Background: an optimization exercise with open tools, aiming at a short achievable clock period and few clock cycles. Do not read the settings as production practice.
Only simulation tests tie the RTL to the original design; equivalence was not proved.
Power and IR drop assume default switching activity.

$ cat flow/config.mk
export PLATFORM = sky130hd
export DESIGN_NAME = hw5_cpu
export DESIGN_NICKNAME = hw5_cpu
export VERILOG_FILES = /design/flow/design.v
export SDC_FILE = /design/flow/constraint.sdc
export NUM_CORES = 4
export LEC_CHECK = 0
export CAP_MARGIN = 20
export CORE_MARGIN = 2
export CORE_UTILIZATION = 40
export SLEW_MARGIN = 20
export TNS_END_PERCENT = 10
$ cat flow/design.v
module SignExtension(
  In, 
  Out
);
input signed [15:0] In; 
output signed [31:0] Out;
assign Out = In;
endmodule  
module SevenSeg(OUT,IN);
input  [3:0] IN;
output [6:0] OUT;
assign OUT =
  (IN == 4'h0) ? 7'b1000000 :
  (IN == 4'h1) ? 7'b1111001 :
  (IN == 4'h2) ? 7'b0100100 :
  (IN == 4'h3) ? 7'b0110000 :
  (IN == 4'h4) ? 7'b0011001 :
  (IN == 4'h5) ? 7'b0010010 :
  (IN == 4'h6) ? 7'b0000010 :
  (IN == 4'h7) ? 7'b1111000 :
  (IN == 4'h8) ? 7'b0000000 :
  (IN == 4'h9) ? 7'b0010000 :
  (IN == 4'hA) ? 7'b0001000 :
  (IN == 4'hb) ? 7'b0000011 :
  (IN == 4'hc) ? 7'b1000110 :
  (IN == 4'hd) ? 7'b0100001 :
  (IN == 4'he) ? 7'b0000110 :
    7'b0001110 ;
endmodule
module AddKS(
  A,
  B,
  CI,
  S
);
parameter W = 16;
input  [W-1:0] A;
input  [W-1:0] B;
input          CI;
output [W-1:0] S;
wire [W-1:0] p = A ^ B;
wire [6*W-1:0] g;
wire [6*W-1:0] t;
assign g[W-1:0] = (A & B) | {{(W-1){1'b0}}, p[0] & CI};
assign t[W-1:0] = p;
genvar l, i;
generate
  for (l = 0; l < 5; l = l + 1) begin : lvl
    for (i = 0; i < W; i = i + 1) begin : pos
      if (i >= (1 << l)) begin : comb
        assign g[(l+1)*W+i] = g[l*W+i] | (t[l*W+i] & g[l*W+i-(1<<l)]);
        assign t[(l+1)*W+i] = t[l*W+i] & t[l*W+i-(1<<l)];
      end else begin : pass
        assign g[(l+1)*W+i] = g[l*W+i];
        assign t[(l+1)*W+i] = t[l*W+i];
      end
    end
  end
endgenerate
assign S = p ^ {g[5*W +: W-1], CI};
endmodule  
module hw5_cpu(
  clk,
  rst_n,
  imem_addr,
  imem_data,
  dmem_addr,
  dmem_we,
  dmem_wdata,
  dmem_rdata,
  LEDR, LEDG,
  HEX0, HEX1, HEX2, HEX3
);
input clk;
input rst_n;
output [9:0] imem_addr;
input [32-1:0] imem_data;
output [9:0] dmem_addr;
output dmem_we;
output [16-1:0] dmem_wdata;
input [16-1:0] dmem_rdata;
output [9:0] LEDR;
output [7:0] LEDG;
output [6:0] HEX0, HEX1, HEX2, HEX3;
reg rst_q;
always @(posedge clk)
  rst_q <= rst_n;
reg [15:0] pc_f;
reg        x_v;
reg [15:0] x_pc4;                   
reg        x_sum, x_and, x_link;    
reg        x_wreg, x_load, x_store;
reg        x_jmp, x_jsrr, x_movi;
reg        x_pv;                    
reg [15:0] x_pval;                  
reg [3:0]  x_rd;
reg [15:0] x_b, x_c, x_a;           
reg        x_bm, x_cm, x_am;        
reg        m_wreg;
reg        m_load;
reg        m_we;
reg [3:0]  m_rd;
reg [15:0] m_res;
reg [15:0] m_sdata;
reg        w_wreg;
reg [3:0]  w_rd;
reg [15:0] w_res;
reg [15:0] lr;                      
reg [15:0] rf [0:15];
reg [2:0]  cc;
reg [9:0]  ledr_q;
reg [7:0]  ledg_q;
reg [6:0]  hex0_q, hex1_q, hex2_q, hex3_q;
assign imem_addr  = pc_f[11:2];
assign dmem_addr  = m_res[9:0];
assign dmem_we    = m_we;
assign dmem_wdata = m_sdata;
assign LEDR = ledr_q;
assign LEDG = ledg_q;
assign HEX0 = hex0_q;
assign HEX1 = hex1_q;
assign HEX2 = hex2_q;
assign HEX3 = hex3_q;
wire [7:0]  f_op  = imem_data[31:24];
wire [3:0]  f_ra  = imem_data[23:20];
wire [3:0]  f_rb  = imem_data[19:16];
wire [3:0]  f_rc  = imem_data[11:8];
wire [15:0] f_imm = imem_data[15:0];
wire f_add  = (f_op == 8'b00000000);
wire f_addi = (f_op == 8'b00000001);
wire f_and  = (f_op == 8'b00001000);
wire f_andi = (f_op == 8'b00001001);
wire f_mov  = (f_op == 8'b00010000);
wire f_movi = (f_op == 8'b00010001);
wire f_ldw  = (f_op == 8'b00101010);
wire f_stw  = (f_op == 8'b00110010);
wire f_br   = (f_op[7:3] == 5'b11011);
wire f_jmp  = (f_op == 8'b11100000);
wire f_jsr  = (f_op == 8'b11110000);
wire f_jsrr = (f_op == 8'b11111000);
wire f_immt   = f_addi | f_andi | f_ldw | f_stw | f_movi;
wire f_uses_b = f_add | f_addi | f_and | f_andi | f_ldw | f_stw | f_jmp | f_jsrr;
wire f_uses_c = f_add | f_and | f_mov;
wire f_wreg   = f_add | f_addi | f_and | f_andi | f_mov | f_movi | f_ldw | f_jsr | f_jsrr;
wire [3:0] f_rd = (f_mov | f_movi) ? f_rb : (f_jsr | f_jsrr) ? 4'd7 : f_ra;
wire xw = x_v && x_wreg;
wire b_m = xw     && (x_rd == f_rb);
wire b_w = m_wreg && (m_rd == f_rb);
wire b_v = w_wreg && (w_rd == f_rb);
wire c_m = xw     && (x_rd == f_rc);
wire c_w = m_wreg && (m_rd == f_rc);
wire c_v = w_wreg && (w_rd == f_rc);
wire a_m = xw     && (x_rd == f_ra);
wire a_w = m_wreg && (m_rd == f_ra);
wire a_v = w_wreg && (w_rd == f_ra);
wire [15:0] w_next = m_load ? dmem_rdata : m_res;
wire [15:0] f_bval = b_w ? w_next : b_v ? w_res : rf[f_rb];
wire [15:0] f_cval = c_w ? w_next : c_v ? w_res : rf[f_rc];
wire [15:0] f_aval = a_w ? w_next : a_v ? w_res : rf[f_ra];
wire f_stall = (x_v && x_load &&
  ((f_uses_b && x_rd == f_rb) || (f_uses_c && x_rd == f_rc) || (f_stw && x_rd == f_ra) || f_br)) ||
  (f_br && !xw && m_load);
wire [15:0] pc4_f = pc_f + 16'h4;
wire [13:0] tgt_hi;
AddKS #(.W(14)) add_tgt(.A(pc_f[15:2]), .B(f_imm[13:0]), .CI(1'b1), .S(tgt_hi));
wire [15:0] tgt_f = {tgt_hi, pc_f[1:0]};
wire movi_hit = x_v && x_movi && (x_rd == f_rb);
wire [15:0] jmp_pval = movi_hit ? x_c : (f_rb == 4'd7) ? lr : pc4_f;
wire [13:0] jsrr_hi;
AddKS #(.W(14)) add_jsrr(.A(pc_f[15:2]), .B(x_c[13:0]), .CI(1'b1), .S(jsrr_hi));
wire [15:0] jsrr_pf  = {jsrr_hi, pc_f[1:0]};
wire [15:0] fb = x_bm ? m_res : x_b;
wire [15:0] fc = x_cm ? m_res : x_c;
wire [15:0] fa = x_am ? m_res : x_a;
wire [15:0] sum;
AddKS #(.W(16)) add_alu(.A(fb), .B(fc), .CI(1'b0), .S(sum));
wire [15:0] res = x_sum ? sum :
                  x_and ? andv :
                  x_link ? x_pc4 :
                  fc;
function [2:0] ccof;
  input [15:0] v;
  ccof = v[15] ? 3'b100 : (v == 16'h0) ? 3'b010 : 3'b001;
endfunction
wire [15:0] andv = fb & fc;
wire sum_zero = ((fb ^ fc) == {fb[14:0] | fc[14:0], 1'b0});
wire [2:0] cc_sum = sum[15] ? 3'b100 : sum_zero ? 3'b010 : 3'b001;
wire [2:0] cc_x = x_sum ? cc_sum : x_and ? ccof(andv) : x_link ? ccof(x_pc4) : ccof(fc);
wire [2:0] cc_now = m_wreg ? ccof(m_res) : w_wreg ? ccof(w_res) : cc;
wire [2:0] cc_live = (x_v && x_wreg) ? cc_x : cc_now;
wire f_take = f_jsr || (f_br && ((f_op[2:0] & cc_live) != 3'b000));
wire pred_ok = x_pv && (fb == x_pval);
wire redirect = x_v && (x_jmp || x_jsrr) && !pred_ok;
wire [13:0] jsrx_hi;
AddKS #(.W(14)) add_jsrx(.A(x_pc4[15:2]), .B(fb[13:0]), .CI(1'b0), .S(jsrx_hi));
wire [15:0] jsrr_x = {jsrx_hi, x_pc4[1:0]};
wire [15:0] target = x_jmp ? fb : jsrr_x;
always @(posedge clk)
begin
  if (!rst_n) begin
    pc_f <= 16'h0;
    x_v  <= 1'b0;
  end else if (redirect) begin
    pc_f <= target;
    x_v  <= 1'b0;
  end else if (f_stall) begin
    x_v  <= 1'b0;
  end else begin
    if (f_take)
      pc_f <= tgt_f;
    else if (f_jmp)
      pc_f <= jmp_pval;
    else if (f_jsrr && movi_hit)
      pc_f <= jsrr_pf;
    else
      pc_f <= pc4_f;
    x_v  <= 1'b1;
  end
  if (!rst_q)
    lr <= 16'h0;
  else if (f_jsr || f_jsrr)
    lr <= pc4_f;
  x_pc4   <= pc4_f;
  x_sum   <= f_add | f_addi | f_ldw | f_stw;
  x_and   <= f_and | f_andi;
  x_link  <= f_jsr | f_jsrr;
  x_wreg  <= f_wreg;
  x_load  <= f_ldw;
  x_store <= f_stw;
  x_jmp   <= f_jmp;
  x_jsrr  <= f_jsrr;
  x_movi  <= f_movi;
  x_pv    <= f_jmp || movi_hit;
  x_pval  <= f_jmp ? jmp_pval : x_c;
  x_rd    <= f_rd;
  x_b  <= f_bval;
  x_bm <= b_m;
  x_c  <= f_immt ? f_imm : f_cval;
  x_cm <= !f_immt && c_m;
  x_a  <= f_aval;
  x_am <= a_m;
end
always @(posedge clk)
begin
  if (!rst_q) begin
    m_wreg <= 1'b0;
    m_load <= 1'b0;
    m_we   <= 1'b0;
    m_res  <= 16'h0;
  end else begin
    m_wreg <= x_v && x_wreg;
    m_load <= x_v && x_load;
    m_we   <= x_v && x_store;
    m_res  <= res;
  end
  m_rd    <= x_rd;
  m_sdata <= fa;
end
always @(posedge clk)
begin
  if (!rst_q)
    w_wreg <= 1'b0;
  else
    w_wreg <= m_wreg;
  w_rd  <= m_rd;
  w_res <= w_next;
end
integer k;
always @(posedge clk)
begin
  if (!rst_q) begin
    for (k = 0; k < 16; k = k + 1)
      rf[k] <= 16'h0;
    cc <= 3'b000;
  end else if (w_wreg) begin
    rf[w_rd] <= w_res;
    cc <= ccof(w_res);
  end
end
wire [6:0] seg0, seg1, seg2, seg3;
SevenSeg sseg0(.OUT(seg3), .IN(m_sdata[15:12]));
SevenSeg sseg1(.OUT(seg2), .IN(m_sdata[11:8]));
SevenSeg sseg2(.OUT(seg1), .IN(m_sdata[7:4]));
SevenSeg sseg3(.OUT(seg0), .IN(m_sdata[3:0]));
always @(posedge clk)
begin
  if (!rst_q) begin
    ledr_q <= 10'h3FF;
    ledg_q <= 8'hFF;
    hex3_q <= 7'b0100001;  
    hex2_q <= 7'b0000110;  
    hex1_q <= 7'b0001000;  
    hex0_q <= 7'b0100001;  
  end else if (m_we) begin
    if (m_res[9:0] == 1020)
      ledr_q <= m_sdata[9:0];
    if (m_res[9:0] == 1021)
      ledg_q <= m_sdata[7:0];
    if (m_res[9:0] == 1022) begin
      hex3_q <= seg3;
      hex2_q <= seg2;
      hex1_q <= seg1;
      hex0_q <= seg0;
    end
  end
end
endmodule  
$ cat flow/constraint.sdc
create_clock -name core_clock -period 12.0 [get_ports {clk}]
set_input_delay 2.4000 -clock core_clock [delete_from_list [all_inputs] [get_ports {clk}]]
set_output_delay 2.4000 -clock core_clock [all_outputs]
set_load 0.01 [all_outputs]
$ cat flow/flow/run.sh
#!/bin/bash
# The standard layout, with timing repair aimed below the design's period.
set -euo pipefail
bash standard.sh SETUP_SLACK_MARGIN=9 finish > flow.log 2>&1
$ cat flow/standard.sh
#!/bin/bash
# synth_recipe.tcl (not shown) runs the flow's synth.tcl, then flattens the netlist and writes it again
# the make line also repeats each setting of config.mk as NAME=value (left out here)
make -C /OpenROAD-flow-scripts/flow DESIGN_CONFIG=/design/flow/config.mk WORK_HOME=/design/flow/orfs CLKGATE_MAP_FILE= SYNTH_SCRIPT=/design/flow/synth_recipe.tcl "${@:-finish}"
==> summary.txt, run 1 <==
* Tmin final at 4.00 ns
* CTS tree: built
* Hold Path Sink: x_pc4[1]$_DFF_P_
* Initial antenna violation count at 7
* P_leak at 14.3 nW
* Pwr/cell area at 127 nW/um^2
* Final WL at 119,000 um
* YS warnings at 1
* Final Skew at 0.0326 ns
* Final GP Congestion at 0.945
* GRT overflow at 0
* Final Hold Fails at 0
* RSZ-0062 raised after global routing: true
* Final setup violation count at 0
* Slew HR at 17.4%
* Post-synth top flop: edfxtp_1
* Share of cells above drive strength 1 at 28.4%
* Via/cell ratio at 6.24
* Clock Sinks at 496
* Peak VDD IR at 113 uV
* CTS Buf Count at 55
* Worst reg2reg setup slack at 8.04 ns
* Row count at 100
* CTS H-tree lvls at 2
* Mapped Nets at 2,860
* Hold path depth at 0
* Starting Density at 40.5%
* Ports at 133
* DP Wirelength at 74,200 um
* Die height at 279 um
* Max Fanout on Critical Path at 3
* Synth async-reset ratio at 0%
* DR iter-0 viols at 2,788
* Via count at 24,500
* Cells on worst reg2reg path at 5
* Pin count of the biggest net entering global routing at 40
* Period utilisation layout at 33.3%
* DRC at 0
* Vias in the first global route at 24,300
* Maxcap violations at 0
* Die W at 279 um
* Fmax at 250 MHz
* TNS Setup at 0 ns
* Crit. Startpoint: imem_data[0]
* Seq/Total Area, Yosys at 41.4%
* Area grow syn2layout at 25.1%
* Reg-to-Reg End: rf[0][10]$_SDFFCE_PN0P_
* Total core area at 74,600 um^2
* Syn Inst Count at 2,735
* Syn Area/Cell at 11.0 um^2
* DIE AREA at 77,700 um^2
* Hold-fix buffer count after cts at 0
* Fin. max-slew vios at 0
* CP startpoint kind: primary input
* CP Data Arrival Time at 4.54 ns
* CP required at 12.54 ns
* Result of the run: complete, no violations
* Hold Crit Class: flip-flop to flip-flop
* Drt wl/cell at 30.3 um
* Core Util, Final at 50.7%
* Total track usage at 30.2%
* Crit Path Class: primary input to flip-flop
* Post-synth EDFFs at 256
* Root buffer cell: clkbuf_16
* Seq cells post-synth at 496
* Unique masters post-synth at 84
* Antenna-violating nets left at 0
* Clock latency (worst-skew pair) at 0.66 ns
* First-pass GRT wire length at 171,000 um
* Worst-Margin Slew at 1.24 ns
* Hold_sp: pc_f[1]$_SDFFE_PN0P_
* Maximum clock insertion buffer count at 3
* Worst flop-to-flop path startpoint: rst_q$_DFF_P_
* Critical Path Sink Type: flip-flop
* Clk slew on worst S/H paths at 0.06 ns
* Mapped Area at 30,200 um^2
* Fillers at 6,386
* Nets at 3,036
* Drt first pass iters at 7
* PortBufs at 132
## metal layers
layer  vias up  GRT usage (%)  wire (um)
met4         2           20.4       9230
met3       426           5.25       9220
met1     12200           35.8      43000
met5         -              0         12
li1      10500              -          -
met2      1388           50.4      57700
## through the flow
stage	hold slack (ns)	cell area, um^2	power, mW	setup slack (ns)	cells
6_report	0.404	37800	4.79	8.00	3931
5_1_grt	0.418	37800	4.92	7.92	3930
4_1_cts	0.402	37200	4.75	7.94	3879
3_5_place_dp	0.389	32400	2.81	5.83	3644
3_3_place_gp	0.384	32400	2.80	5.94	3644
2_1_floorplan	0.363	30700	2.52	7.73	2735
## critical path: stages
cell and delay [ns]:
buf_12 0.11, inv_12 0.04, ha_4 0.12, inv_2 0.04
fa_2 0.35, a21o_1 0.18, a21oi_2 0.19, o21bai_1 0.08
a21o_1 0.19, a21oi_4 0.19, o21bai_1 0.11, a21oi_2 0.19
xnor2_2 0.10, a311oi_1 0.24
## Yosys cell counts, types with 13 or more instances
cell type / number / share of area [%]
a211oi_1: 58 / 1.4
a21o_1: 13 / 0.32
a21oi_1: 94 / 1.6
a31oi_1: 16 / 0.33
and2_1: 250 / 5.2
buf_1: 20 / 0.25
buf_2: 14 / 0.23
buf_4: 21 / 0.52
clkbuf_1: 183 / 2.3
dfxtp_1: 240 / 16
edfxtp_1: 256 / 25
ha_1: 71 / 2.9
inv_1: 72 / 0.89
mux2_2: 48 / 1.8
mux2i_1: 111 / 3.7
mux4_2: 240 / 18
nand2_1: 206 / 2.6
nand2b_1: 27 / 0.56
nand3_1: 41 / 0.68
nand4_1: 17 / 0.35
nor2_1: 183 / 2.3
nor2b_1: 19 / 0.39
nor3_1: 59 / 0.98
nor4_1: 31 / 0.64
o211ai_1: 25 / 0.62
o21ai_0: 145 / 2.4
xnor2_1: 61 / 1.8
xor2_1: 64 / 1.9
## flip-flops by register name, summed over array words and instances, names as in the netlist, 3 cells and up
register  cells
hex0_q        7
x_b          16
x_pval       16
hex3_q        7
x_c          16
rf          256
ledr_q       10
m_sdata      16
m_res        16
x_a          16
pc_f         16
w_rd          4
lr           16
ledg_q        8
hex1_q        7
x_pc4        16
x_rd          4
cc            3
hex2_q        7
w_res        16
m_rd          4
## cell usage in the layout, fill, tap and decap left out, types with 19 or more instances in the layout
master	instances
nand2b_1	27
dfxtp_4	27
buf_16	22
dfxtp_1	197
clkbuf_16	56
mux4_2	240
clkdlybuf4s50_1	65
and2_1	250
o211ai_1	25
nor2_1	168
nand3_1	39
nor3_1	49
buf_6	36
xnor2_1	55
dlygate4sd2_1	22
edfxtp_1	256
o21ai_1	27
ha_1	64
nor4_1	26
mux2i_4	19
o21ai_0	100
inv_1	66
nand2_1	201
mux2i_1	86
buf_12	30
a21oi_1	87
a211oi_1	52
xor2_1	64
mux2_2	48
buf_4	148
## repair_timing
| item | in CTS | in global routing |
|---|---|---|
| cloned | 33 | 1 |
| resized for setup | 386 | 132 |
| pin swaps | 46 | 22 |
| setup buffers | 98 | 47 |
| setup endpoints to repair | 386 | 492 |
## cell type report
type	count	area [um^2]	share of cell area (%)
clock inverter	39	480	1.27
tap	969	1210	3.21
timing repair buffer	355	4270	11.3
multi-input combinational	1929	17400	46.2
antenna	4	10.0	0.0265
inverter	73	293	0.775
sequential	496	12600	33.4
clock buffer	65	1460	3.87
timing repair inverter	1	5.00	0.0132
## kinds of logic (layout without fill, tap and decap cells)
| logic type | Yosys count | after routing | share of synthesized area (%) |
|---|---|---|---|
| compound gates | 446 | 446 | 9.31 |
| other cells | 0 | 4 | 0 |
| fa+ha+maj | 75 | 75 | 3.21 |
| xor+xnor | 125 | 125 | 3.62 |
| mux | 400 | 400 | 23.4 |
| flops | 496 | 496 | 41.4 |
| buf+inv | 314 | 533 | 4.30 |
| simple gates | 879 | 883 | 14.8 |
## where the power goes
part | leakage (nW) | internal (mW) | switching, mW
Combinational | 8.72 | 0.426 | 0.497
Clock | 0.935 | 1.07 | 0.774
Sequential | 4.64 | 1.87 | 0.149
## worst max path at each step
stage                                 end  depth (start not counted)  slack, ns
finish              pc_f[12]$_SDFFE_PN0N_                         14       8.00
global route        pc_f[12]$_SDFFE_PN0N_                         14       7.92
CTS                 pc_f[12]$_SDFFE_PN0N_                         14       7.94
detailed placement  pc_f[13]$_SDFFE_PN0N_                         10       5.83
global placement    pc_f[13]$_SDFFE_PN0N_                         10       5.94
floorplan           pc_f[12]$_SDFFE_PN0N_                         13       7.73
Testbench counts, summed over its fixed seeds: cycles 19,565.
==> run 2, diff against run 1 <==
--- a/flow/config.mk
+++ b/flow/config.mk
@@ -9,4 +9,3 @@
 export CORE_MARGIN = 2
 export CORE_UTILIZATION = 40
 export SLEW_MARGIN = 20
-export TNS_END_PERCENT = 10
==> summary.txt, run 2 <==
* Worst reg2reg setup slack at 8.10 ns (+0.06 ns)
* Maxcap violations at 0 (unchanged)
* Clock latency (worst-skew pair) at 0.64 ns (-0.02 ns)
* Total core area at 74,600 um^2 (unchanged)
* Area grow syn2layout at 32.1%
* Area occupied by multi-input gates at 17,800 um^2 (+1.9%)
* Cells on worst reg2reg path at 13 (+8)
* Post-synth EDFFs at 256 (unchanged)
* Final Skew at 0.0318 ns (-0.000780 ns)
* Mapped Nets at 2,860 (unchanged)
* Max reg flops at 256 (unchanged)
* CP peak stage delay at 0.57 ns (+0.22 ns)
* Mapped Area at 30,200 um^2 (unchanged)
* Commonest non-fill, non-tap cell in the layout: edfxtp_1
* Pin count of the biggest net entering global routing at 49 (+23%)
* DIE AREA at 77,700 um^2 (unchanged)
* Slowest stage cell, crit path: o41a_4
* Total track usage at 30.2% (about the same)
* TNS Setup at 0 ns (unchanged)
* GRT overflow at 0 (unchanged)
* Slew HR at 20.1% (+2.7 points)
* Unique masters post-synth at 84 (unchanged)
* YS warnings at 1 (unchanged)
* Final setup violation count at 0 (unchanged)
* Via count at 25,300 (+3.2%)
* Crit-path cells: buf_16 -> buf_16 -> buf_12 -> xnor2_4 -> nand4_1 -> nor3_2 -> o41a_4 -> nor2_4 -> nand2_4 -> nand4bb_1 -> o311ai_1
* Period utilisation layout at 33.6% (+0.30 points)
* Seq cells post-synth at 496 (unchanged)
* Final WL at 121,000 um (+1.5%)
* CP bufs+invs at 3 (unchanged)
* Reg with most FFs: rf
* Worst-Margin Slew at 1.20 ns (-0.0405 ns)
* Vias in the first global route at 24,900 (+2.4%)
* # diodes at 0 (-4)
* Ports at 133 (unchanged)
* DRC at 0 (unchanged)
* CP startpoint kind: primary input
* Nets at 3,151 (+3.8%)
* Die height at 279 um (unchanged)
* P_leak at 15.2 nW (+6.4%)
* Synth async-reset ratio at 0% (unchanged)
* Max Fanout on Critical Path at 8 (+5)
* Setup crit end: pc_f[14]$_SDFFE_PN0N_
* CP Data Arrival Time at 4.55 ns (about the same)
* Crit. Startpoint: imem_data[8]
* Drt wl/cell at 29.9 um (-1.3%)
* Largest delay contributor family on the critical path: simple AND/OR/NAND/NOR gates
* Die W at 279 um (unchanged)
* Critical path depth at 11 (-3)
* Fillers at 6,171 (-3.4%)
* Syn Inst Count at 2,735 (unchanged)
* Final GP Congestion at 0.949 (+0.36%)
* Maximum clock insertion buffer count at 3 (unchanged)
* CTS H-tree lvls at 2 (unchanged)
* Clock Sinks at 496 (unchanged)
* Top-area cell type share of the netlist area at 25.5% (unchanged)
* First-pass GRT wire length at 172,000 um (+0.57%)
* Result of the run: complete, no violations
* Hold_sp: pc_f[1]$_SDFFE_PN0P_
* Via/cell ratio at 6.26 (+0.38%)
* Syn Area/Cell at 11.0 um^2 (unchanged)
* RSZ-0062 raised after global routing: true
* Critical Path Sink Type: flip-flop
* Antenna-violating nets left at 0 (unchanged)
* DP Wirelength at 71,700 um (-3.4%)
* Crit path top cell by count: buf_16
* Seq/Total Area, Yosys at 41.4% (unchanged)
* CTS tree: built
* CTS Buf Count at 56 (+1.8%)
* Peak VDD IR at 107 uV (-5.2%)
* Crit Path Class: primary input to flip-flop
* Pwr/cell area at 121 nW/um^2 (-4.4%)
* Post-synth top flop: edfxtp_1
* Root buffer cell: clkbuf_16
* PortBufs at 132 (unchanged)
* Final Hold Fails at 0 (unchanged)
* Share of cells above drive strength 1 at 37.3% (+8.9 points)
* Commonest non-fill, non-tap cells in the layout: edfxtp_1, and2_1, mux4_2
* Reg-to-Reg End: pc_f[15]$_SDFFE_PN0N_
* Post-synth top cells: edfxtp_1, and2_1, dfxtp_1, mux4_2, nand2_1
* Post-synth top area cell: edfxtp_1
* Starting Density at 40.5% (unchanged)
* Hold Crit Class: flip-flop to flip-flop
* Drt first pass iters at 6 (-1)
* Fin. max-slew vios at 0 (unchanged)
* Seq. cell area at 12,700 um^2 (+0.67%)
* CP required at 12.52 ns (-0.02 ns)
* DR iter-0 viols at 2,899 (+4.0%)
* Most common cell in the netlist: edfxtp_1
* Final Total Pwr at 4.83 mW (+0.93%)
* Worst flop-to-flop path startpoint: x_c[5]$_DFF_P_
* Fmax at 248 MHz (-0.90%)
* Initial antenna violation count at 4 (-3)
* Row count at 100 (unchanged)
* Clk slew on worst S/H paths at 0.06 ns (about the same)
* Top post-synthesis cells by area: edfxtp_1, mux4_2, dfxtp_1
* Tmin final at 4.03 ns (+0.0364 ns)
run 2: cell count changes in the layout (fill, tap and decap cells not counted), sizes merged, moves of 4 or more:
cell / before / now
inv: 78 / 72
dlygate4sd2: 22 / 3
diode: 4 / 0
clkinv: 18 / 23
clkbuf: 69 / 76
bufbuf: 16 / 6
buf: 244 / 426
clkdlybuf4s50: 65 / 21
run 2: power by group:
group          switching (mW)  internal [mW]
logic                   0.533          0.471
clock network           0.754           1.07
registers               0.133           1.87
total                    1.42           3.41
run 2: how the worst min path moves through the flow:
stage,end,slack (ns),cells past startpoint
6_report,x_pc4[1]$_DFF_P_,0.40,0
5_1_grt,x_pc4[1]$_DFF_P_,0.40,0
4_1_cts,x_pc4[1]$_DFF_P_,0.39,0
3_5_place_dp,x_pc4[1]$_DFF_P_,0.39,0
3_3_place_gp,x_pc4[1]$_DFF_P_,0.38,0
2_1_floorplan,x_pc4[0]$_DFF_P_,0.36,0
run 2: metal layers:
layer  wire length (um)  global-route usage [%]  share of wire [%]  up-vias
li1                   -                       -                  -    10800
met1              43700                    36.5                 36    12500
met2              56900                    50.1                 47     1537
met3              10700                    5.17                8.8      461
met4               9520                    19.2                7.9        6
met5                 42                       0              0.035        -
run 2: cell type report:
cell class                      count  area share [%]
Timing Repair Buffer              468            15.0
Clock buffer                       66            3.68
Multi-Input combinational cell   1931            44.6
Sequential cell                   496            31.8
Inverter                           73           0.740
Tap cell                          969            3.04
Clock inverter                     39            1.16
run 2: repair_timing:
| item | 4_1_cts | 5_1_grt |
|---|---|---|
| gates cloned | 44 | 7 |
| setup buffers | 180 | 58 |
| endpoints found under the setup margin | 252 | 196 |
| gates resized for setup | 982 | 105 |
| hold endpoints to repair | 0 | 0 |
| hold buffers | 0 | 0 |
| pin swaps | 88 | 59 |
run 2: cell families (layout without fill, tap and decap cells):
kind of cell	after synthesis	after routing	share of synthesized area [%]
AND/OR/NAND/NOR	879	885	14.8
flip-flops	496	496	41.4
AO/OA/AOI/OAI	446	446	9.31
multiplexers	400	400	23.4
buffers and inverters	314	646	4.30
XOR/XNOR	125	125	3.62
adder cells (fa/ha/maj)	75	75	3.21
run 2: stage by stage:
stage | hold slack (ns) | utilization (%) | cell area [um^2] | setup slack, ns | std cells
2_1_floorplan | 0.363 | - | 30900 | 7.73 | 2735
4_1_cts | 0.388 | 52.0 | 38800 | 7.95 | 3977
5_1_grt | 0.395 | 53.5 | 39900 | 7.89 | 4042
3_5_place_dp | 0.387 | 43.4 | 32400 | 6.10 | 3648
6_report | 0.400 | 53.5 | 39900 | 7.97 | 4042
3_3_place_gp | 0.385 | 43.4 | 32400 | 6.14 | 3648
==> run 3, diff against run 2 <==
==> flow/flow/run.sh (replaced) <==
#!/bin/bash
# The standard layout, with timing repair aimed below the design's period.
set -euo pipefail
bash standard.sh SETUP_SLACK_MARGIN=8.0 finish > flow.log 2>&1
--- a/flow/config.mk
+++ b/flow/config.mk
@@ -9,3 +9,4 @@
 export CORE_MARGIN = 2
 export CORE_UTILIZATION = 40
 export SLEW_MARGIN = 20
+export TNS_END_PERCENT = 10
==> summary.txt, run 3 <==
* Result of the run: complete, no violations
* Cells on worst reg2reg path at 12 (-1)
* Hold Path Sink: x_pc4[1]$_DFF_P_
* Initial antenna violation count at 7 (+3)
* Worst reg2reg setup slack at 8.09 ns (about the same)
* Max Fanout on Critical Path at 6 (-2)
* Starting Density at 40.5% (unchanged)
* Commonest non-fill, non-tap cells in the layout: edfxtp_1, and2_1, mux4_2
* Fin. max-slew vios at 0 (unchanged)
* Peak VDD IR at 124 uV (+16%)
* Antenna-violating nets left at 0 (unchanged)
* YS warnings at 1 (unchanged)
* Placed Area at 32,400 um^2 (about the same)
* CP Data Arrival Time at 1.80 ns (-2.75 ns)
* Fmax at 238 MHz (-4.0%)
* Crit. Startpoint: m_res[6]$_SDFF_PN0_
* Syn Inst Count at 2,735 (unchanged)
* DRC at 0 (unchanged)
* Synth async-reset ratio at 0% (unchanged)
* Switch share at 30.0% (+0.60 points)
* CTS tree: built
* Max reg flops at 256 (unchanged)
* Nets at 2,921 (-7.3%)
* Top sig layer: met5
* Pre-CTS worst setup slack at 5.93 ns (-0.171 ns)
* Worst-Margin Slew at 1.25 ns (+0.0510 ns)
* Vias in the first global route at 23,300 (-6.4%)
* Final GP Congestion at 0.942 (-0.72%)
* Final Hold Fails at 0 (unchanged)
* CP required at 9.60 ns (-2.92 ns)
* Drt first pass iters at 6 (unchanged)
* Worst flop-to-flop path startpoint: x_cm$_DFF_P_
* Period utilisation layout at 35.0% (+1.4 points)
* Seq/Total Area, Yosys at 41.4% (unchanged)
* P_leak at 13.1 nW (-14%)
* TNS Setup at 0 ns (unchanged)
* Final setup violation count at 0 (unchanged)
* Final setup margin at 7.80 ns (-0.170 ns)
* Metal2 WL at 53,400 um (-6.2%)
* Via/cell ratio at 6.12 (-2.2%)
* Via count at 23,400 (-7.6%)
* CP startpoint kind: flip-flop
* Fillers at 6,619 (+7.3%)
* Critical Path Sink Type: primary output
* Hold-fix buffer count after cts at 0 (unchanged)
* First-pass GRT wire length at 157,000 um (-8.7%)
* Post-synth EDFFs at 256 (unchanged)
* Met3 wire len at 8610 um (-19%)
* Clock power share at 38.4% (+0.6 points)
* CTS Buf Count at 57 (+1.8%)
* Row count at 100 (unchanged)
* Total track usage at 27.4% (-2.7 points)
* Pin count of the biggest net entering global routing at 52 (+6.1%)
* Crit Path Class: flip-flop to primary output
* Slew HR at 16.7% (-3.4 points)
* Maxcap violations at 0 (unchanged)
* DP Wirelength at 72,400 um (+0.92%)
* Hold_sp: pc_f[1]$_SDFFE_PN0P_
* Mapped Area at 30,200 um^2 (unchanged)
* Maximum clock insertion buffer count at 3 (unchanged)
* Clk slew on worst S/H paths at 0.06 ns (about the same)
* Post-synth top cells: edfxtp_1, and2_1, dfxtp_1, mux4_2, nand2_1
* Post-synth top flop: edfxtp_1
* Pwr/cell area at 129 nW/um^2 (+6.8%)
* Die height at 279 um (unchanged)
* Clock latency (worst-skew pair) at 0.67 ns (+0.03 ns)
* CTS H-tree lvls at 2 (unchanged)
* Hold Crit Class: flip-flop to flip-flop
* Cell Int Power at 3.22 mW (-5.5%)
* DIE AREA at 77,700 um^2 (unchanged)
* Die W at 279 um (unchanged)
* Worst hold margin at 0.404 ns (+0.00399 ns)
* Top post-synthesis cells by area: edfxtp_1, mux4_2, dfxtp_1
* Most common cell in the netlist: edfxtp_1
* Commonest non-fill, non-tap cell in the layout: edfxtp_1
* Post-synth top area cell: edfxtp_1
* Final Skew at 0.0560 ns (+0.0242 ns)
* Share of cells above drive strength 1 at 22.5% (-15 points)
* Hold path depth at 0 (unchanged)
* Tmin final at 4.20 ns (+0.170 ns)
* Final Total Pwr at 4.60 mW (-4.7%)
* Unique masters post-synth at 84 (unchanged)
* Drt wl/cell at 28.7 um (-4.2%)
* Reg-to-Reg End: pc_f[2]$_SDFFE_PN0N_
* Syn Area/Cell at 11.0 um^2 (unchanged)
* Ports at 133 (unchanged)
* Fin area at 35,600 um^2 (-11%)
* Area grow syn2layout at 18.0%
* Root buffer cell: clkbuf_16
* Seq pwr share at 43.8% (+2.4 points)
* Mapped Nets at 2,860 (unchanged)
* Final WL at 109,000 um (-9.5%)
* Total core area at 74,600 um^2 (unchanged)
* Post-Route M1 WL at 41,000 um (-6.3%)
* Power share of the combinational group at 17.8% (-3.0 points)
* Reg with most FFs: rf
* PortBufs at 132 (unchanged)
* Top-area cell type share of the netlist area at 25.5% (unchanged)
* GRT overflow at 0 (unchanged)
* DR iter-0 viols at 2,208 (-24%)
* Clock Sinks at 496 (unchanged)
* Seq cells post-synth at 496 (unchanged)
* Net Switching at 1.38 mW (-2.7%)
* RSZ-0062 raised after global routing: true
-- run 3: cell counts after synthesis --
Identical to the previous run, type by type.
-- run 3: cell type report --
cell class	count	area [um^2]	area share (%)
diodes	5	12.5	0.0351
clock buffers	76	1600	4.49
clock inverters	31	298	0.836
inverters	73	290	0.815
multi-input cells	1928	17000	47.8
flip-flops and latches	496	12500	35.2
well taps	969	1210	3.40
repair buffers	240	2660	7.47
-- run 3: cell families after synthesis --
group	Yosys count	share of synthesized area, %
AOI/OAI and AO/OA	446	9.31
xor gates and xnor gates	125	3.62
adders and majority gates	75	3.21
buffers and inverters	314	4.30
DFF	496	41.4
muxes	400	23.4
and+or+nand+nor	879	14.8
-- run 3: layer usage --
| layer | vias to the layer above | track usage [%] |
|---|---|---|
| met5 | - | 0 |
| met4 | 2 | 14.6 |
| met3 | 331 | 4.07 |
| met2 | 1181 | 46.9 |
| met1 | 11600 | 33.6 |
| li1 | 10300 | - |
-- run 3: worst max path at each step --
stage                     cells after the start                     to  slack, ns
final                                         2           dmem_addr[6]       7.80
after global routing                          1         dmem_wdata[11]       7.75
after CTS                                     6        x_a[13]$_DFF_P_       7.77
after detailed placement                     10  pc_f[13]$_SDFFE_PN0N_       5.93
after global placement                       10  pc_f[13]$_SDFFE_PN0N_       5.98
after floorplan                              13  pc_f[12]$_SDFFE_PN0N_       7.73
-- run 3: stage by stage --
step	instances	util, %
after floorplan	2735	-
after global placement	3647	43.4
after detailed placement	3647	43.4
after CTS	3786	47.1
after global routing	3817	47.8
final	3818	47.8
-- run 3: power by group through the flow --
stage | combinational (mW) | clock, mW | sequential, mW
floorplan | 0.562 | 0 | 1.95
global placement | 0.758 | 0 | 2.04
detailed placement | 0.764 | 0 | 2.04
CTS | 0.796 | 1.79 | 2.01
global route | 0.868 | 1.86 | 2.03
finish | 0.818 | 1.77 | 2.02
-- run 3: critical path, cell delays in order, from the launching register on --
cell             delay [ns]
dfxtp_2                0.39
buf_4                  0.21
clkdlybuf4s50_1        0.55
-- run 3: repair_timing --
action | in CTS | in global routing
pin swaps | 21 | 19
gates resized for setup | 164 | 46
cloned | 7 | 7
buffers inserted | 25 | 20
endpoints found under the setup margin | 144 | 108
hold endpoints to repair | 0 | 0
==> run 4, diff against run 3 <==
==> flow/flow/run.sh (replaced) <==
#!/bin/bash
# The standard layout, with timing repair aimed below the design's period.
set -euo pipefail
bash standard.sh SETUP_SLACK_MARGIN=8.5 finish > flow.log 2>&1
==> summary.txt, run 4 <==
* Area grow syn2layout at 22.3%
* Slew HR at 19.1% (+2.3 points)
* Final Skew at 0.0376 ns (-0.0184 ns)
* CP bufs+invs at 3 (+1)
* Syn Area/Cell at 11.0 um^2 (unchanged)
* Seq. cell area at 12,600 um^2 (+0.54%)
* Clk slew on worst S/H paths at 0.06 ns (about the same)
* Placed Area at 32,400 um^2 (about the same)
* CP startpoint kind: primary input
* Final Total Pwr at 4.83 mW (+5.0%)
* Clock latency (worst-skew pair) at 0.66 ns (about the same)
* Final setup margin at 8.05 ns (+0.259 ns)
* Period utilisation layout at 32.9% (-2.2 points)
* CTS Buf Count at 56 (-1.8%)
* Net Switching at 1.40 mW (+1.1%)
* Total track usage at 29.3% (+1.9 points)
* Switch share at 28.9% (-1.1 points)
* Die height at 279 um (unchanged)
* Row count at 100 (unchanged)
* Total core area at 74,600 um^2 (unchanged)
* Commonest non-fill, non-tap cells in the layout: edfxtp_1, and2_1, mux4_2
* Core Util, Final at 49.5% (+1.8 points)
* Root buffer cell: clkbuf_16
* CTS tree: built
* Unique masters post-synth at 84 (unchanged)
* Crit-path cells: buf_12 -> inv_12 -> ha_4 -> inv_2 -> fa_2 -> a21o_1 -> a21oi_2 -> o21bai_1 -> a21o_1 -> a21oi_4 -> o21bai_1 -> a21oi_1 -> xnor2_1 -> a311oi_1
* Share of cells above drive strength 1 at 26.0% (+3.5 points)
* Crit Path Class: primary input to flip-flop
* Post-synth top area cell: edfxtp_1
* Syn Inst Count at 2,735 (unchanged)
* Pin count of the biggest net entering global routing at 52 (unchanged)
* Mapped Nets at 2,860 (unchanged)
* Largest delay contributor family on the critical path: compound AO/OA/AOI/OAI gates
* Top post-synthesis cells by area: edfxtp_1, mux4_2, dfxtp_1
* Synth async-reset ratio at 0% (unchanged)
* Peak VDD IR at 115 uV (-7.3%)
* Result of the run: complete, no violations
* DRC at 0 (unchanged)
* Commonest non-fill, non-tap cell in the layout: edfxtp_1
* Worst hold margin at 0.401 ns (-0.00295 ns)
* Mapped Area at 30,200 um^2 (unchanged)
* Nets at 2,974 (+1.8%)
* Via/cell ratio at 6.19 (+1.2%)
* Seq cells post-synth at 496 (unchanged)
* PortBufs at 132 (unchanged)
* Pwr/cell area at 131 nW/um^2 (+1.3%)
* Die W at 279 um (unchanged)
* YS warnings at 1 (unchanged)
* TNS Setup at 0 ns (unchanged)
* RSZ-0062 raised after global routing: true
* Fin. max-slew vios at 0 (unchanged)
* Worst-Margin Slew at 1.21 ns (-0.0351 ns)
* GRT overflow at 0 (unchanged)
* Post-synth top cells: edfxtp_1, and2_1, dfxtp_1, mux4_2, nand2_1
* Area occupied by multi-input gates at 17,200 um^2 (+1.2%)
* Max reg flops at 256 (unchanged)
* Final GP Congestion at 0.957 (+1.7%)
* First-pass GRT wire length at 167,000 um (+6.1%)
* Slowest stage cell, crit path: fa_2
* Initial antenna violation count at 10 (+3)
* P_leak at 13.9 nW (+5.8%)
* Maxcap violations at 0 (unchanged)
* Most common cell in the netlist: edfxtp_1
* DR iter-0 viols at 2,540 (+15%)
* Seq pwr share at 41.7% (-2.1 points)
* Reg with most FFs: rf
* Cell Count Post-Placement at 3,648 (+0.027%)
* Drt wl/cell at 29.6 um (+3.4%)
* CP Data Arrival Time at 4.45 ns (+2.65 ns)
* Via count at 24,000 (+2.6%)
* Hold Crit Class: flip-flop to flip-flop
* Cell Int Power at 3.44 mW (+6.6%)
* Critical Path Sink Type: flip-flop
* Maximum clock insertion buffer count at 3 (unchanged)
* Final WL at 115,000 um (+4.9%)
* Fillers at 6,471 (-2.2%)
* CP required at 12.50 ns (+2.90 ns)
* Final Hold Fails at 0 (unchanged)
* Power share of the combinational group at 17.9% (about the same)
* Final setup violation count at 0 (unchanged)
* DP Wirelength at 73,400 um (+1.4%)
* Drt first pass iters at 6 (unchanged)
* Vias in the first global route at 24,100 (+3.3%)
* CP peak stage delay at 0.33 ns (-0.22 ns)
* Pre-CTS worst setup slack at 5.86 ns (-0.0666 ns)
* CTS H-tree lvls at 2 (unchanged)
* Starting Density at 40.5% (unchanged)
* Top-area cell type share of the netlist area at 25.5% (unchanged)
* Antenna-violating nets left at 0 (unchanged)
* Clock Sinks at 496 (unchanged)
* Max Fanout on Critical Path at 3 (-3)
* Final Non-Filler Cells at 3,873 (+1.4%)
* Ports at 133 (unchanged)
* Fin area at 36,900 um^2 (+3.7%)
* Post-synth top flop: edfxtp_1
* DIE AREA at 77,700 um^2 (unchanged)
* Tmin final at 3.95 ns (-0.259 ns)
* Fmax at 253 MHz (+6.6%)
* Seq/Total Area, Yosys at 41.4% (unchanged)
* Clock power share at 40.4% (+2.0 points)
* Post-synth EDFFs at 256 (unchanged)
run 4: cell count changes in the layout (fill, tap and decap cells not counted), moves of 11 or more:
cell | before | now
buf_6 | 3 | 14
dfxtp_4 | 2 | 22
clkdlybuf4s50_1 | 102 | 52
dlygate4sd2_1 | 6 | 53
buf_4 | 77 | 109
dfxtp_1 | 213 | 199
buf_12 | 12 | 24
run 4: final cells by class:
cell class                      instances  area share [%]
Tap cell                              969            3.28
Timing Repair Buffer                  293            9.39
Multi-Input combinational cell       1929            46.7
Inverter                               73           0.799
Antenna cell                            7          0.0474
Sequential cell                       496            34.1
Clock buffer                           70            4.16
Clock inverter                         36            1.55
run 4: timing repair:
item,CTS,global route
resized for setup,388,33
hold buffers,0,0
gates cloned,24,0
setup buffers,81,7
pin swaps,52,17
setup endpoints to repair,217,197
run 4: layer usage:
| metal | GRT usage (%) | wire, um | up-vias |
|---|---|---|---|
| li1 | - | - | 10400 |
| met1 | 34.4 | 41900 | 11900 |
| met2 | 49.0 | 55100 | 1260 |
| met3 | 6.28 | 9270 | 426 |
| met4 | 18.9 | 8380 | 10 |
| met5 | 0 | 61 | - |
run 4: final timing paths:
path | cells past startpoint | from | slack [ns] | end
hold / removal | 0 | pc_f[1]$_SDFFE_PN0P_ | 0.40 | x_pc4[1]$_DFF_P_
setup reg to reg | 15 | x_bm$_DFF_P_ | 8.22 | pc_f[14]$_SDFFE_PN0N_
hold reg to reg | 0 | pc_f[1]$_SDFFE_PN0P_ | 0.40 | x_pc4[1]$_DFF_P_
setup / recovery | 14 | imem_data[0] | 8.05 | pc_f[12]$_SDFFE_PN0N_
run 4: power by group through the flow:
stage / logic, mW / clock network [mW] / registers [mW]
6_report: 0.865 / 1.95 / 2.02
5_1_grt: 0.916 / 2.03 / 2.03
4_1_cts: 0.844 / 1.97 / 2.01
3_5_place_dp: 0.760 / 0 / 2.05
3_3_place_gp: 0.754 / 0 / 2.04
2_1_floorplan: 0.562 / 0 / 1.95
run 4: kinds of logic after synthesis:
logic type,after synthesis,share of synthesized area [%]
and+or+nand+nor,879,14.8
xor gates and xnor gates,125,3.62
DFF,496,41.4
muxes,400,23.4
AOI/OAI and AO/OA,446,9.31
buffers and inverters,314,4.30
adders and majority gates,75,3.21
==> run 5, diff against run 4 <==
--- a/flow/config.mk
+++ b/flow/config.mk
@@ -8,5 +8,6 @@
 export CAP_MARGIN = 20
 export CORE_MARGIN = 2
 export CORE_UTILIZATION = 40
+export PLACE_DENSITY = 0.75
 export SLEW_MARGIN = 20
 export TNS_END_PERCENT = 10
==> summary.txt, run 5 <==
* Result of the run: complete, no violations
* Mapped Area at 30,200 um^2 (unchanged)
* Seq cells post-synth at 496 (unchanged)
* Worst reg2reg setup slack at 8.20 ns (-0.02 ns)
* RSZ-0062 raised after global routing: true
* Post-synth top cells: edfxtp_1, and2_1, dfxtp_1, mux4_2, nand2_1
* Peak VDD IR at 107 uV (-6.3%)
* DRC at 0 (unchanged)
* Max reg flops at 256 (unchanged)
* Seq/Total Area, Yosys at 41.4% (unchanged)
* Root buffer cell: clkbuf_16
* Unique masters post-synth at 84 (unchanged)
* Area occupied by multi-input gates at 17,200 um^2 (-0.31%)
* Drt first pass iters at 6 (unchanged)
* CP peak stage delay at 0.37 ns (+0.04 ns)
* Row count at 100 (unchanged)
* Net Switching at 1.37 mW (-2.2%)
* DP Wirelength at 67,100 um (-8.6%)
* Clock latency (worst-skew pair) at 0.63 ns (-0.03 ns)
* Slew HR at 19.3% (+0.21 points)
* DR iter-0 viols at 3,217 (+27%)
* P_leak at 13.8 nW (-1.0%)
* Die height at 279 um (unchanged)
* Synth async-reset ratio at 0% (unchanged)
* Top post-synthesis cells by area: edfxtp_1, mux4_2, dfxtp_1
* Pwr/cell area at 126 nW/um^2 (-3.9%)
* Critical Path Sink Type: flip-flop
* GRT overflow at 0 (unchanged)
* Slowest stage cell, crit path: fa_2
* Final GP Congestion at 0.971 (+1.4%)
* Area grow syn2layout at 21.9%
* Commonest non-fill, non-tap cells in the layout: edfxtp_1, and2_1, mux4_2
* CP Data Arrival Time at 4.62 ns (+0.17 ns)
* Period utilisation layout at 34.1% (+1.2 points)
* CP startpoint kind: primary input
* Max Fanout on Critical Path at 3 (unchanged)
* Post-Route M1 WL at 38,200 um (-8.8%)
* Via/cell ratio at 6.38 (+3.0%)
* Syn Inst Count at 2,735 (unchanged)
* Fillers at 6,400 (-1.1%)
* First-pass GRT wire length at 159,000 um (-4.5%)
* Commonest non-fill, non-tap cell in the layout: edfxtp_1
* Mapped Nets at 2,860 (unchanged)
* Fmax at 245 MHz (-3.5%)
* Clock power share at 37.3% (-3.1 points)
* Post-synth top flop: edfxtp_1
* DIE AREA at 77,700 um^2 (unchanged)
* Met3 wire len at 14,700 um (+59%)
* Core Util, Final at 49.4% (-0.15 points)
* Hold Crit Class: flip-flop to flip-flop
* Share of cells above drive strength 1 at 27.0% (+0.98 points)
* CTS Buf Count at 54 (-3.6%)
* Final setup violation count at 0 (unchanged)
* Syn Area/Cell at 11.0 um^2 (unchanged)
* CP required at 12.53 ns (+0.03 ns)
* YS warnings at 1 (unchanged)
* Vias in the first global route at 24,000 (-0.32%)
* Starting Density at 40.5% (unchanged)
* Crit-path cells: buf_12 -> inv_12 -> ha_4 -> inv_2 -> fa_2 -> a21o_1 -> a21oi_2 -> o21bai_1 -> a21o_1 -> a21oi_2 -> o21bai_1 -> a21oi_1 -> xnor2_1 -> a311oi_1
* Final Skew at 0.0260 ns (-0.0116 ns)
* Post-synth top area cell: edfxtp_1
* Hold-fix buffer count after cts at 0 (unchanged)
* Metal2 WL at 49,600 um (-10%)
* Seq. cell area at 12,600 um^2 (+0.18%)
* Pin count of the biggest net entering global routing at 49 (-5.8%)
* Final Hold Fails at 0 (unchanged)
* Final WL at 110,000 um (-4.3%)
* Maximum clock insertion buffer count at 3 (unchanged)
* Clock Sinks at 496 (unchanged)
* Initial antenna violation count at 4 (-6)
* Reg with most FFs: rf
* PortBufs at 132 (unchanged)
* # diodes at 0 (-7)
* Clk slew on worst S/H paths at 0.06 ns (about the same)
* Worst-Margin Slew at 1.21 ns (-0.00311 ns)
* Nets at 3,006 (+1.1%)
* Switch share at 29.5% (+0.59 points)
* Antenna-violating nets left at 0 (unchanged)
* Power share of the combinational group at 19.1% (+1.2 points)
* Total core area at 74,600 um^2 (unchanged)
* Ports at 133 (unchanged)
* Most common cell in the netlist: edfxtp_1
* Fin. max-slew vios at 0 (unchanged)
* CTS tree: built
* Tmin final at 4.09 ns (+0.143 ns)
* Total track usage at 27.5% (-1.9 points)
* Die W at 279 um (unchanged)
* Worst hold margin at 0.411 ns (+0.00995 ns)
* Via count at 24,800 (+3.5%)
* Drt wl/cell at 28.2 um (-4.7%)
* Seq pwr share at 43.6% (+1.9 points)
* Maxcap violations at 0 (unchanged)
* Post-synth EDFFs at 256 (unchanged)
* Crit Path Class: primary input to flip-flop
* CTS H-tree lvls at 2 (unchanged)
* Cell Int Power at 3.27 mW (-5.0%)
* TNS Setup at 0 ns (unchanged)
* Top-area cell type share of the netlist area at 25.5% (unchanged)
* Top sig layer: met5
## run 5: cell counts after synthesis
No cell type changed its count.
## run 5: timing repair
item | in CTS | in global routing
cloned | 21 | 2
setup endpoints to repair | 199 | 186
pin swaps | 45 | 33
setup buffers | 76 | 47
gates resized for setup | 317 | 79
## run 5: metal layers
layer	GRT usage, %	up-vias
met3	8.55	463
met1	33.9	12000
met5	0	-
met2	42.6	1954
met4	15.9	4
li1	-	10400
## run 5: area by class of cell
class	instances	share of cell area, %
multi-input cells	1929	46.7
flip-flops and latches	496	34.3
repair buffers	327	10.1
clock buffers	68	4.12
well taps	969	3.29
inverters	73	0.795
clock inverters	29	0.758
## run 5: worst max-delay path: cells and delay by family
kind / cells / cell delay [ns]
adder cells (fa/ha/maj): 2 / 0.51
AO/OA/AOI/OAI: 8 / 1.36
XOR/XNOR: 1 / 0.15
buffers and inverters: 3 / 0.21
## run 5: cells by family (layout without fill, tap and decap cells)
family                   after synthesis  after routing  synth area share (%)
adder cells (fa/ha/maj)               75             75                  3.21
flip-flops                           496            496                  41.4
multiplexers                         400            400                  23.4
buffers and inverters                314            497                  4.30
AND/OR/NAND/NOR                      879            883                  14.8
XOR/XNOR                             125            125                  3.62
AO/OA/AOI/OAI                        446            446                  9.31
## run 5: metrics by stage
step                setup WS [ns]  power (mW)  std cells  instance area [um^2]
floorplan                    7.73        2.51       2735                 30600
global placement             6.03        2.78       3648                 32300
detailed placement           5.94        2.79       3648                 32300
CTS                          7.93        4.56       3842                 36200
global route                 7.85        4.74       3891                 36800
finish                       7.91        4.63       3891                 36800
## run 5: worst paths after layout
| kind | end | from | cells past startpoint |
|---|---|---|---|
| max reg2reg | pc_f[13]$_SDFFE_PN0N_ | x_bm$_DFF_P_ | 15 |
| max | pc_f[12]$_SDFFE_PN0N_ | imem_data[0] | 14 |
| min | x_pc4[0]$_DFF_P_ | pc_f[0]$_SDFFE_PN0P_ | 0 |
| min reg2reg | x_pc4[0]$_DFF_P_ | pc_f[0]$_SDFFE_PN0P_ | 0 |
## run 5: power by group through the flow
stage	clock network [mW]	logic (mW)	registers (mW)
6_report	1.73	0.886	2.02
5_1_grt	1.78	0.932	2.02
4_1_cts	1.72	0.823	2.01
3_5_place_dp	0	0.745	2.04
3_3_place_gp	0	0.739	2.04
2_1_floorplan	0	0.562	1.95
==> run 6, diff against run 5 <==
--- a/flow/config.mk
+++ b/flow/config.mk
@@ -7,7 +7,6 @@
 export LEC_CHECK = 0
 export CAP_MARGIN = 20
 export CORE_MARGIN = 2
-export CORE_UTILIZATION = 40
-export PLACE_DENSITY = 0.75
+export CORE_UTILIZATION = 50
 export SLEW_MARGIN = 20
 export TNS_END_PERCENT = 10
==> summary.txt, run 6 <==
* Mapped Area at 30,200 um^2 (unchanged)
* Crit Path Class: flip-flop to primary output
* Reg-to-Reg End: pc_f[13]$_SDFFE_PN0N_
* Max Fanout on Critical Path at 6 (+3)
* Final Hold Fails at 0 (unchanged)
* Slowest stage cell, crit path: clkdlybuf4s50_1
* DIE AREA at 62,400 um^2 (-20%)
* Synth async-reset ratio at 0% (unchanged)
* Final GP Congestion at 0.960 (-1.1%)
* Nets at 2,995 (-0.37%)
* Post-synth EDFFs at 256 (unchanged)
* Critical path depth at 1 (-13)
* Period utilisation layout at 33.9% (-0.18 points)
* Reg with most FFs: rf
* CP Data Arrival Time at 1.67 ns (-2.95 ns)
* Worst flop-to-flop path startpoint: x_bm$_DFF_P_
* CTS H-tree lvls at 2 (unchanged)
* Cell Count Post-Placement at 3,454 (-5.3%)
* Fin area at 36,900 um^2 (about the same)
* Final Non-Filler Cells at 3,699 (-4.9%)
* First-pass GRT wire length at 164,000 um (+2.9%)
* Tmin final at 4.07 ns (-0.0215 ns)
* Hold-fix buffer count after cts at 0 (unchanged)
* DRC at 0 (unchanged)
* Max reg flops at 256 (unchanged)
* Final WL at 113,000 um (+3.2%)
* Clk slew on worst S/H paths at 0.07 ns (about the same)
* CP bufs+invs at 1 (-2)
* Final Skew at 0.0277 ns (+0.00169 ns)
* Initial antenna violation count at 5 (+1)
* Hold Crit Class: flip-flop to flip-flop
* Most common cell in the netlist: edfxtp_1
* Peak VDD IR at 114 uV (+5.8%)
* Share of cells above drive strength 1 at 26.8% (-0.22 points)
* Pwr/cell area at 128 nW/um^2 (+1.9%)
* Clock latency (worst-skew pair) at 0.64 ns (about the same)
* Fmax at 246 MHz (+0.53%)
* Via/cell ratio at 6.52 (+2.3%)
* Maximum clock insertion buffer count at 3 (unchanged)
* PortBufs at 132 (unchanged)
* Slew HR at 17.4% (-1.9 points)
* Result of the run: complete, no violations
* Fillers at 4,754 (-26%)
* Placed Area at 32,100 um^2 (-0.63%)
* Seq/Total Area, Yosys at 41.4% (unchanged)
* Drt first pass iters at 6 (unchanged)
* DP Wirelength at 70,300 um (+4.7%)
* Syn Area/Cell at 11.0 um^2 (unchanged)
* YS warnings at 1 (unchanged)
* Root buffer cell: clkbuf_16
* Top post-synthesis cells by area: edfxtp_1, mux4_2, dfxtp_1
* Unique masters post-synth at 84 (unchanged)
* Syn Inst Count at 2,735 (unchanged)
* Total core area at 60,000 um^2 (-20%)
* Post-synth top area cell: edfxtp_1
* Antenna-violating nets left at 0 (unchanged)
* Seq. cell area at 12,600 um^2 (about the same)
* Die W at 250 um (-10%)
* Commonest non-fill, non-tap cell in the layout: edfxtp_1
* Starting Density at 50.3% (+9.8 points)
* CTS Buf Count at 56 (+3.7%)
* Pin count of the biggest net entering global routing at 48 (-2.0%)
* Die height at 250 um (-10%)
* P_leak at 13.9 nW (+0.60%)
* CP required at 9.60 ns (-2.93 ns)
* Worst hold margin at 0.395 ns (-0.0157 ns)
* Final setup violation count at 0 (unchanged)
* Post-synth top flop: edfxtp_1
* CP startpoint kind: flip-flop
* Crit-path cells: clkdlybuf4s50_1
* Top-area cell type share of the netlist area at 25.5% (unchanged)
* GRT overflow at 0 (unchanged)
* Worst reg2reg setup slack at 8.17 ns (-0.03 ns)
* Via count at 24,100 (-2.8%)
* Cells on worst reg2reg path at 14 (-1)
* Critical Path Sink Type: primary output
* Commonest non-fill, non-tap cells in the layout: edfxtp_1, and2_1, mux4_2
* Worst-Margin Slew at 1.24 ns (+0.0282 ns)
* Drt wl/cell at 30.6 um (+8.5%)
* TNS Setup at 0 ns (unchanged)
* Total track usage at 36.1% (+8.6 points)
* Setup crit end: imem_addr[5]
* RSZ-0062 raised after global routing: true
* Crit. Startpoint: pc_f[7]$_SDFFE_PN0N_
* Mapped Nets at 2,860 (unchanged)
* Clock Sinks at 496 (unchanged)
* Fin. max-slew vios at 0 (unchanged)
* Largest delay contributor family on the critical path: buffers and inverters
* DR iter-0 viols at 3,131 (-2.7%)
* Row count at 90 (-10%)
* Maxcap violations at 0 (unchanged)
* Area occupied by multi-input gates at 17,400 um^2 (+0.95%)
* CP peak stage delay at 0.58 ns (+0.21 ns)
* Area grow syn2layout at 22.0% (about the same)
* Seq cells post-synth at 496 (unchanged)
* CTS tree: built
* Post-synth top cells: edfxtp_1, and2_1, dfxtp_1, mux4_2, nand2_1
* Ports at 133 (unchanged)
* Vias in the first global route at 23,600 (-1.5%)
## run 6: cell counts after synthesis
Identical to the previous run, type by type.
## run 6: repair_timing
item	in CTS	in global routing
endpoints found under the setup margin	197	185
resized for setup	335	90
pin swaps	54	15
setup buffers	81	30
endpoints found under the hold margin	0	0
gates cloned	29	0
## run 6: worst min-delay path by stage
| stage | startpoint | end | slack, ns | cells past startpoint |
|---|---|---|---|---|
| global placement | pc_f[1]$_SDFFE_PN0P_ | x_pc4[1]$_DFF_P_ | 0.38 | 0 |
| detailed placement | pc_f[1]$_SDFFE_PN0P_ | x_pc4[1]$_DFF_P_ | 0.39 | 0 |
| floorplan | pc_f[0]$_SDFFE_PN0P_ | x_pc4[0]$_DFF_P_ | 0.36 | 0 |
| CTS | pc_f[1]$_SDFFE_PN0P_ | x_pc4[1]$_DFF_P_ | 0.39 | 0 |
| finish | pc_f[1]$_SDFFE_PN0P_ | x_pc4[1]$_DFF_P_ | 0.40 | 0 |
| global route | pc_f[0]$_SDFFE_PN0P_ | x_pc4[0]$_DFF_P_ | 0.40 | 0 |
## run 6: cells by family (layout without fill, tap and decap cells)
family / count (synthesis) / count (layout) / synth area share [%]
compound gates: 446 / 446 / 9.31
other cells: 0 / 1 / 0
fa+ha+maj: 75 / 75 / 3.21
xor+xnor: 125 / 125 / 3.62
buf+inv: 314 / 489 / 4.30
simple gates: 879 / 885 / 14.8
flops: 496 / 496 / 41.4
mux: 400 / 400 / 23.4
## run 6: cell type report
cell class                      instances  area share (%)
Multi-Input combinational cell       1931            47.1
Timing Repair Buffer                  312            10.0
Clock buffer                           65            4.01
Tap cell                              782            2.65
Inverter                               73           0.794
Antenna cell                            1         0.00679
Sequential cell                       496            34.2
Clock inverter                         39            1.20
## run 6: power breakdown
| group | switching [mW] | internal, mW |
|---|---|---|
| Clock | 0.761 | 1.06 |
| Combinational | 0.478 | 0.409 |
| Sequential | 0.150 | 1.87 |
## run 6: per-layer routing
| layer | wire (um) | vias up | track usage [%] |
|---|---|---|---|
| met2 | 53100 | 1396 | 57.5 |
| met4 | 7330 | 0 | 21.2 |
| met5 | 0 | - | 0 |
| met3 | 10500 | 367 | 6.81 |
| met1 | 42400 | 11900 | 46.1 |
| li1 | - | 10400 | - |
## run 6: stage by stage
| stage | total power, mW | worst slack, ns | utilization [%] |
|---|---|---|---|
| after floorplan | 2.51 | 7.73 | - |
| after CTS | 4.69 | 7.92 | 60.7 |
| after global routing | 4.86 | 7.85 | 61.4 |
| after detailed placement | 2.80 | 5.82 | 53.5 |
| final | 4.72 | 7.93 | 61.4 |
| after global placement | 2.80 | 5.91 | 53.5 |
==> run 7, diff against run 6 <==
--- a/flow/config.mk
+++ b/flow/config.mk
@@ -7,6 +7,6 @@
 export LEC_CHECK = 0
 export CAP_MARGIN = 20
 export CORE_MARGIN = 2
-export CORE_UTILIZATION = 50
+export CORE_UTILIZATION = 30
 export SLEW_MARGIN = 20
 export TNS_END_PERCENT = 10
==> summary.txt, run 7 <==
* Nets at 3,008 (+0.43%)
* Final GP Congestion at 0.960 (unchanged)
* Drt wl/cell at 27.2 um (-11%)
* CP startpoint kind: flip-flop
* Area grow syn2layout at 24.6%
* Via/cell ratio at 5.70 (-13%)
* Period utilisation layout at 33.8% (-0.079 points)
* Commonest non-fill, non-tap cell in the layout: edfxtp_1
* Post-synth top area cell: edfxtp_1
* Largest delay contributor family on the critical path: buffers and inverters
* Clk slew on worst S/H paths at 0.06 ns (about the same)
* Fmax at 246 MHz (+0.23%)
* Worst-Margin Slew at 1.18 ns (-0.0550 ns)
* Vias in the first global route at 22,700 (-4.1%)
* Syn Inst Count at 2,735 (unchanged)
* Die height at 321 um (+29%)
* Maxcap violations at 0 (unchanged)
* Seq cells post-synth at 496 (unchanged)
* DIE AREA at 103,000 um^2 (+65%)
* Share of cells above drive strength 1 at 27.2% (+0.46 points)
* TNS Setup at 0 ns (unchanged)
* CP bufs+invs at 1 (unchanged)
* Initial antenna violation count at 6 (+1)
* Max Fanout on Critical Path at 7 (+1)
* Slew HR at 21.1% (+3.7 points)
* GRT overflow at 0 (unchanged)
* Cell Count Post-Placement at 3,974 (+15%)
* Root buffer cell: clkbuf_16
* Final setup violation count at 0 (unchanged)
* Commonest non-fill, non-tap cells in the layout: edfxtp_1, and2_1, mux4_2
* Crit-path cells: clkdlybuf4s50_1
* Starting Density at 30.2% (-20 points)
* Peak VDD IR at 107 uV (-5.5%)
* Synth async-reset ratio at 0% (unchanged)
* Seq/Total Area, Yosys at 41.4% (unchanged)
* Post-synth EDFFs at 256 (unchanged)
* Drt first pass iters at 6 (unchanged)
* Final Non-Filler Cells at 4,228 (+14%)
* Unique masters post-synth at 84 (unchanged)
* Top post-synthesis cells by area: edfxtp_1, mux4_2, dfxtp_1
* Hold Crit Class: flip-flop to flip-flop
* Total core area at 100,000 um^2 (+67%)
* Total track usage at 21.0% (-15 points)
* Row count at 116 (+29%)
* Worst hold margin at 0.402 ns (+0.00714 ns)
* Die W at 321 um (+29%)
* CP peak stage delay at 0.58 ns (about the same)
* RSZ-0062 raised after global routing: true
* Critical Path Sink Type: primary output
* DR iter-0 viols at 3,169 (+1.2%)
* Post-synth top flop: edfxtp_1
* Syn Area/Cell at 11.0 um^2 (unchanged)
* Tmin final at 4.06 ns (-0.00948 ns)
* Antenna-violating nets left at 0 (unchanged)
* CTS Buf Count at 55 (-1.8%)
* Mapped Nets at 2,860 (unchanged)
* Top-area cell type share of the netlist area at 25.5% (unchanged)
* Mapped Area at 30,200 um^2 (unchanged)
* P_leak at 13.9 nW (+0.66%)
* Ports at 133 (unchanged)
* Result of the run: complete, no violations
* First-pass GRT wire length at 159,000 um (-2.6%)
* Fin. max-slew vios at 0 (unchanged)
* Final WL at 115,000 um (+1.3%)
* DP Wirelength at 72,600 um (+3.4%)
* Crit Path Class: flip-flop to primary output
* Pin count of the biggest net entering global routing at 57 (+19%)
* Final Hold Fails at 0 (unchanged)
* CTS tree: built
* Reg with most FFs: rf
* CTS H-tree lvls at 2 (unchanged)
* PortBufs at 132 (unchanged)
* Clock latency (worst-skew pair) at 0.64 ns (about the same)
* Slowest stage cell, crit path: clkdlybuf4s50_1
* CP Data Arrival Time at 1.66 ns (about the same)
* Post-synth top cells: edfxtp_1, and2_1, dfxtp_1, mux4_2, nand2_1
* Clock Sinks at 496 (unchanged)
* Via count at 24,100 (-0.083%)
* CP required at 9.60 ns (about the same)
* DRC at 0 (unchanged)
* Pwr/cell area at 123 nW/um^2 (-3.7%)
* Final Skew at 0.0244 ns (-0.00322 ns)
* Max reg flops at 256 (unchanged)
* Most common cell in the netlist: edfxtp_1
* Core Util, Final at 37.6% (-24 points)
* Maximum clock insertion buffer count at 3 (unchanged)
* YS warnings at 1 (unchanged)
run 7: changes by cell type in the layout (fill, tap and decap cells not counted), moves of 6 or more:
cell,change
nor2_2,+6
buf_16,+8
bufbuf_16,-6
o21ai_0,-6
dlygate4sd2_1,+14
dfxtp_4,-7
o21ai_4,-6
nor2_4,-6
o21ai_2,+8
buf_6,-12
clkbuf_16,+10
dfxtp_2,+11
run 7: metal layers:
| metal | part of all wire (%) | global-route usage [%] | vias up |
|---|---|---|---|
| met5 | 0.036 | 0 | - |
| met4 | 4.1 | 7.89 | 8 |
| met3 | 12 | 4.99 | 270 |
| met2 | 45 | 32.9 | 1447 |
| met1 | 39 | 28.2 | 11900 |
| li1 | - | - | 10500 |
run 7: cells by family (layout without fill, tap and decap cells):
logic type,Yosys count,in the layout,synth area share [%]
flops,496,496,41.4
simple gates,879,882,14.8
buf+inv,314,505,4.30
other cells,0,1,0
compound gates,446,446,9.31
xor+xnor,125,125,3.62
fa+ha+maj,75,75,3.21
mux,400,400,23.4
run 7: repair_timing:
item	CTS	global route
resized for setup	262	176
setup endpoints to repair	212	206
gates cloned	20	12
hold endpoints to repair	0	0
setup buffers	44	74
pin swaps	25	50
hold buffers	0	0
run 7: worst paths after layout:
path	start	to	slack, ns	depth (start not counted)
setup / recovery	m_res[7]$_SDFF_PN0_	dmem_addr[7]	7.94	1
hold / removal	pc_f[0]$_SDFFE_PN0P_	x_pc4[0]$_DFF_P_	0.40	0
setup reg to reg	x_bm$_DFF_P_	pc_f[13]$_SDFFE_PN0N_	8.23	14
hold reg to reg	pc_f[0]$_SDFFE_PN0P_	x_pc4[0]$_DFF_P_	0.40	0
run 7: where the power goes:
| part | switching [mW] | internal [mW] | total [mW] |
|---|---|---|---|
| Combinational | 0.481 | 0.417 | 0.898 |
| Clock | 0.752 | 0.970 | 1.72 |
| Sequential | 0.154 | 1.87 | 2.02 |
| Total | 1.39 | 3.25 | 4.64 |
run 7: cell type report:
type,count,area [um^2]
fill,9523,62400
multi-input combinational,1928,17300
sequential,496,12600
timing repair buffer,329,3970
clock inverter,38,309
tap,1298,1620
antenna,1,2.50
inverter,73,297
clock buffer,65,1490
run 7: metrics by stage:
stage	total power, mW	setup WS, ns	instance area (um^2)
6_report	4.64	7.94	37600
5_1_grt	4.77	7.86	37600
4_1_cts	4.56	7.94	36100
3_5_place_dp	2.81	6.11	32700
3_3_place_gp	2.80	6.15	32700
2_1_floorplan	2.51	7.73	30600

==> afterwards: timing with drivers on the ports <==
The results above use ideal ports. As a check the final layouts listed here were re-extracted and re-timed, cells and wires unchanged. Step 1: set_driving_cell puts a clkbuf_16 on clk and a buf_2 on each other input, an assumption about the parent block. Step 2 moves the port delays by t, midway between the first and last clock arrival at a register: inputs arrive t later, outputs are due t later. That takes back most of the time a late clock gives input paths. a / b / c = ideal ports / drivers / drivers and shift; a / b = the first two.
run | t, ns | slack for setup (ns) | worst setup path after step 2 | clock arrival spread, ns | slew at the worst register clock pin (ns)
run 1 | 0.705 | 8.002 / 7.914 / 7.209 | input to register | 0.038 / 0.038 | 0.07 / 0.07
run 2 | 0.696 | 7.965 / 7.978 / 7.282 | input to register | 0.034 / 0.034 | 0.07 / 0.07
run 3 | 0.702 | 7.795 / 7.736 / 7.168 | input to register | 0.058 / 0.058 | 0.08 / 0.08
run 4 | 0.714 | 8.054 / 7.973 / 7.259 | input to register | 0.043 / 0.042 | 0.07 / 0.07
run 5 | 0.683 | 7.910 / 7.802 / 7.119 | input to register | 0.030 / 0.029 | 0.07 / 0.07
run 6 | 0.691 | 7.932 / 7.868 / 7.273 | input to register | 0.032 / 0.032 | 0.08 / 0.08
run 7 | 0.686 | 7.941 / 7.878 / 7.207 | input to register | 0.027 / 0.027 | 0.07 / 0.07
After both steps setup and hold are still met in every run listed. For run 4, which loses most, drivers alone change the setup slack by -0.081 ns; drivers and shift together by -0.795 ns.
